This is an optimization exercise on Yosys and OpenROAD, whose aim is small area, not a production implementation. Only simulation tests tie the RTL to the original design; equivalence was not proved. The flow treats the clock pin as an ideal source. Dropping or thinning the clock tree relies on that and would not hold on a real chip. Power and IR drop assume default switching activity.

## build 95
// TopEntity
module TopEntity
(
	input clk100khz,
	input rst,
	input mode_set_o,
	input inc_o,
	input dec_o,
	output wire [5: 0] scan,
	output wire [7: 0] dout
);
Size in the first run: about 290 cells after synthesis, about 63 flip-flops, about 19 I/O pins, roughly 2500 um^2 of cells after synthesis.
export LEC_CHECK = 0
export CAP_MARGIN = 0
export CORE_MARGIN = 2
export CORE_UTILIZATION = 80
export GPL_TIMING_DRIVEN = 0
export PLACE_DENSITY = 0.92
export SLEW_MARGIN = 0
create_clock -name core_clock -period 10.0 [get_ports {clk100khz}]
standard.sh (not shown) runs the stock make flow with config.mk's settings and CLKGATE_MAP_FILE= SYNTH_SCRIPT=/design/flow/synth_recipe.tcl, a recipe that flattens the netlist after the stock synthesis.
==> flow/flow/run.sh <==
#!/bin/bash
# Own layout flow: the standard flow with these changes, made through
# ORFS's own variables and hooks:
#  - synthesis is the standard flow's synthesis script with an area-oriented ABC script
#    (flow/area.abc) and without Yosys's adder extraction (ADDER_MAP_FILE
#    empty), so ABC maps all the logic itself;
#  - input/output ports are buffered with sky130_fd_sc_hd__buf_1;
#  - the clock tree is built by flow/manual_cts.tcl (a few clock buffers,
#    each driving one cluster of flip-flops and sized for its load; the
#    cluster count with the least buffer area is kept) instead of TritonCTS.
# The tools' own logs are in orfs/logs/; make's output is in synth.log and
# standard.log here.
set -euo pipefail
here=$(pwd)
export FLOW_WORK="$here"
export MY_ABC_SCRIPT="$here/flow/area.abc"
export BUFFER_PORTS_ARGS="-buffer_cell sky130_fd_sc_hd__buf_1"
export PRE_CTS_TCL="$here/flow/manual_cts.tcl"
export MCTS_K=${MCTS_K:-"2 3 4"}
# each clock buffer is then downsized to the smallest of these that keeps its
# flip-flops' estimated clock slew within MCTS_SLEW ns
export MCTS_SIZES="sky130_fd_sc_hd__buf_4 sky130_fd_sc_hd__buf_6 sky130_fd_sc_hd__buf_8 sky130_fd_sc_hd__buf_12 sky130_fd_sc_hd__buf_16"
export MCTS_SLEW=0.100

# synthesis (same make call as standard.sh, with the synthesis script and
# adder mapping changed)
make -C "$FLOW_HOME" DESIGN_CONFIG="$here/config.mk" WORK_HOME="$here/orfs" \
  CLKGATE_MAP_FILE= ADDER_MAP_FILE= SYNTH_SCRIPT="$here/flow/synth_wrap.tcl" \
  synth > synth.log 2>&1
grep -q "area.abc" abc_script_used.txt

# the rest of the standard flow, from the synthesised netlist
bash standard.sh > standard.log 2>&1
==> flow/flow/area.abc <==
strash
balance
rewrite
refactor
balance
rewrite
rewrite -z
balance
refactor -z
rewrite -z
balance
balance
rewrite
refactor
balance
rewrite
rewrite -z
balance
refactor -z
rewrite -z
balance
&get -n
&deepsyn -J 500 -S 4 -T 300
&put
&get -n
&dch -f
&nf -p -R 1000 -F 8 -A 4
&put
topo
dnsize
Other scripts of this flow, unchanged in this note and not shown: flow/flow/manual_cts.tcl, flow/flow/synth_wrap.tcl
Changes in build 78 relative to build 95:
- changing CAP_MARGIN from 0 to 20
- changing SLEW_MARGIN from 0 to 20
==> comparison <==
Between build 95 and build 78, worst slack at placement increased.
Summary of build 78 over build 95: final wirelength saw an increase, met3 wire length saw an increase.
Here is what was changed in the inputs of build 91 compared with build 78.
- GPL_TIMING_DRIVEN removed (was 0)
-- flow/flow/area.abc --
<<< build 78, line 27
&nf -p -R 1000 -F 8 -A 4
&put
topo
dnsize
>>> build 91, line 27
&nf -p -R 1000 -F 8 -A 4
&put
strash
&get -n
&deepsyn -J 500 -S 4 -T 300
&put
&get -n
&dch -f
&nf -p -R 1000 -F 8 -A 4
&put
topo
dnsize
Notes after the runs:
Diff build 78 -> build 91: routed wire length moved up; global routing usage on met1 went up 0.52 points; clock group share of total power now sits higher; total power rose about 1%.
[build 91] area added between synthesis and finish fell 0.76 points relative to build 78
The combinational share of power on build 78 is in line with that on build 91.
STATUS cell area after layout: build 91 loses against build 78
The number of logic stages on the critical path including buffering reported for build 91 is smaller than that of build 78 by 1.
The run showing the smaller post-synthesis share of cell area spent on and, or, nand and nor gates is build 91.
In every run of this note, the design's own scripts or RTL, not TritonCTS, make the clock network.


TopEntity again, from the RTL that the note above started with.
clock: 10.0 ns
lec_check: 0
cap_margin: 0
core_margin: 2
core_utilization: 80
place_density: 0.92
slew_margin: 0
==> flow/flow/area.abc <==
strash
balance
rewrite
refactor
balance
rewrite
rewrite -z
balance
refactor -z
rewrite -z
balance
balance
rewrite
refactor
balance
rewrite
rewrite -z
balance
refactor -z
rewrite -z
balance
&get -n
&deepsyn -J 500 -S 4 -T 300
&put
&get -n
&dch -f
&nf -p -R 1000 -F 8 -A 4
&put
strash
&get -n
&deepsyn -J 500 -S 4 -T 300
&put
&get -n
&dch -f
&nf -p -R 1000 -F 8 -A 4
&put
topo
dnsize
Scripts as last shown in full above: flow/flow/run.sh
Other scripts of this flow, unchanged in this note and not shown: flow/flow/manual_cts.tcl, flow/flow/synth_wrap.tcl
Then changed:
--- a/flow/flow/area.abc
+++ b/flow/flow/area.abc
@@ -29,8 +28,0 @@
-strash
-&get -n
-&deepsyn -J 500 -S 4 -T 300
-&put
-&get -n
-&dch -f
-&nf -p -R 1000 -F 8 -A 4
-&put
- CAP_MARGIN: 0 -> 10
- GPL_TIMING_DRIVEN: unset -> 0
- SLEW_MARGIN: 0 -> 10
Cell area falls by 1.0%.
Total power falls by 0.66%.
Cell count falls by 1.1%.
Sequential share of layout area rises by 0.47 points.
Setup slack degrades by 99 ps.
Routed wire length falls by 6.5%.
Critical path depth rises by 1.
Global-route usage falls by 1.8 points.
Area after synthesis falls by 1.0%.
Via count falls by 1.7%.
Then changed:
--- a/flow/flow/area.abc
+++ b/flow/flow/area.abc
@@ -28,0 +29,8 @@
+strash
+&get -n
+&deepsyn -J 500 -S 4 -T 300
+&put
+&get -n
+&dch -f
+&nf -p -R 1000 -F 8 -A 4
+&put
- CAP_MARGIN: 10 -> 20
- SLEW_MARGIN: 10 -> 20
Area after synthesis grows by 1.0%; worst setup slack improves by 10 ps; final area grows by 1.0%; routed wire length grows by 0.30%; first-iteration DRC count grows by 9.4%; register-to-register slack degrades by 80 ps; hold slack hardly moves; power shrinks by 0.67%; global-route usage shrinks by 0.77 points.
No run of this note takes its clock network from TritonCTS; it comes from the design's own scripts or RTL.


TopEntity, a different RTL version from the one above (not shown whole).
For scale: ~290 cells after synthesis, ~63 flip-flops, ~19 I/O pins, ~0.0025 sq mm of cells after synthesis.
==> flow/config.mk <==
export PLATFORM = sky130hd
export DESIGN_NAME = TopEntity
export DESIGN_NICKNAME = TopEntity
export VERILOG_FILES = /design/flow/design.v
export SDC_FILE = /design/flow/constraint.sdc
export NUM_CORES = 4
export LEC_CHECK = 0
export CAP_MARGIN = 20
export CORE_MARGIN = 2
export CORE_UTILIZATION = 65
export PLACE_DENSITY = 0.85
export SLEW_MARGIN = 20
==> flow/constraint.sdc <==
create_clock -name core_clock -period 10.0 [get_ports {clk100khz}]
set_input_delay 2.0000 -clock core_clock [delete_from_list [all_inputs] [get_ports {clk100khz}]]
set_output_delay 2.0000 -clock core_clock [all_outputs]
set_load 0.01 [all_outputs]
==> flow/flow/run.sh <==
#!/bin/bash
# Own layout flow: the standard flow with these changes, made through
# ORFS's own variables and hooks:
#  - synthesis is the standard flow's synthesis script with an area-oriented ABC script
#    (flow/area.abc) and without Yosys's adder extraction (ADDER_MAP_FILE
#    empty), so ABC maps all the logic itself;
#  - input/output ports are buffered with sky130_fd_sc_hd__buf_1;
#  - the clock tree is built by flow/manual_cts.tcl (a few clock buffers,
#    each driving one cluster of flip-flops and sized for its load) instead
#    of TritonCTS.
# The tools' own logs are in orfs/logs/; make's output is in synth.log and
# standard.log here.
set -euo pipefail
here=$(pwd)
export FLOW_WORK="$here"
export MY_ABC_SCRIPT="$here/flow/area.abc"
export BUFFER_PORTS_ARGS="-buffer_cell sky130_fd_sc_hd__buf_1"
export PRE_CTS_TCL="$here/flow/manual_cts.tcl"
export MCTS_K=${MCTS_K:-3}
export MCTS_CELL=${MCTS_CELL:-sky130_fd_sc_hd__buf_16}
# each clock buffer is then downsized to the smallest of these that keeps its
# flip-flops' estimated clock slew within MCTS_SLEW ns
export MCTS_SIZES="sky130_fd_sc_hd__buf_4 sky130_fd_sc_hd__buf_6 sky130_fd_sc_hd__buf_8 sky130_fd_sc_hd__buf_12 sky130_fd_sc_hd__buf_16"
export MCTS_SLEW=0.100

# synthesis (same make call as standard.sh, with the synthesis script and
# adder mapping changed)
make -C "$FLOW_HOME" DESIGN_CONFIG="$here/config.mk" WORK_HOME="$here/orfs" \
  CLKGATE_MAP_FILE= ADDER_MAP_FILE= SYNTH_SCRIPT="$here/flow/synth_wrap.tcl" \
  synth > synth.log 2>&1
grep -q "area.abc" abc_script_used.txt

# the rest of the standard flow, from the synthesised netlist
bash standard.sh > standard.log 2>&1
Other scripts of this flow, unchanged in this note and not shown: flow/flow/area.abc, flow/flow/manual_cts.tcl, flow/flow/synth_wrap.tcl
Change:
Settings changed: CORE_UTILIZATION 65 to 80, PLACE_DENSITY 0.85 to 0.92.
After rerunning: The changed run finished clean; hold slack improved by 6.4 ps; routed wire length goes up by 17%; clock skew goes down by 8.7 ps; cell area goes down by 0.32%; cell count goes down by 1.1%; worst setup slack got worse by 10 ps.
In every run of this note, the design's own scripts or RTL, not TritonCTS, make the clock network.

separate check: timing with driven ports:
The flow's constraints put no driver on any port. The routed layouts listed below were extracted and timed again, unchanged, in two steps.
Step 1 (the two cells are an assumption about what drives the block):
set clk [get_ports {clk100khz}]
set_driving_cell -lib_cell sky130_fd_sc_hd__clkbuf_16 $clk
set_driving_cell -lib_cell sky130_fd_sc_hd__buf_2 [delete_from_list [all_inputs] $clk]
Step 2 adds t to the input delays and takes it off the output delays; t is the mean of the earliest and latest rising clock arrival at the registers after step 1. Input paths then give back, and output paths get back, about the clock's delay inside the block.
Three values: no drivers, after step 1, after step 2; two values: the first two.
run | t (ns) | setup slack, ns | worst slew at a driven data input, ns
build 95 | 0.196 | 5.548 / 5.488 / 5.684 | 0.03
build 78 | 0.188 | 5.536 / 5.478 / 5.666 | 0.03
build 91 | 0.187 | 5.647 / 5.586 / 5.773 | 0.04
the first run of note 2 | 0.187 | 5.647 / 5.586 / 5.773 | 0.04
the second run of note 2 | 0.196 | 5.548 / 5.488 / 5.684 | 0.03
the third run of note 2 | 0.186 | 5.559 / 5.496 / 5.682 | 0.04
the first run of note 3 | 0.193 | 5.565 / 5.502 / 5.694 | 0.03
the second run of note 3 | 0.185 | 5.554 / 5.493 / 5.678 | 0.03
After both steps setup and hold are still met in every run listed.
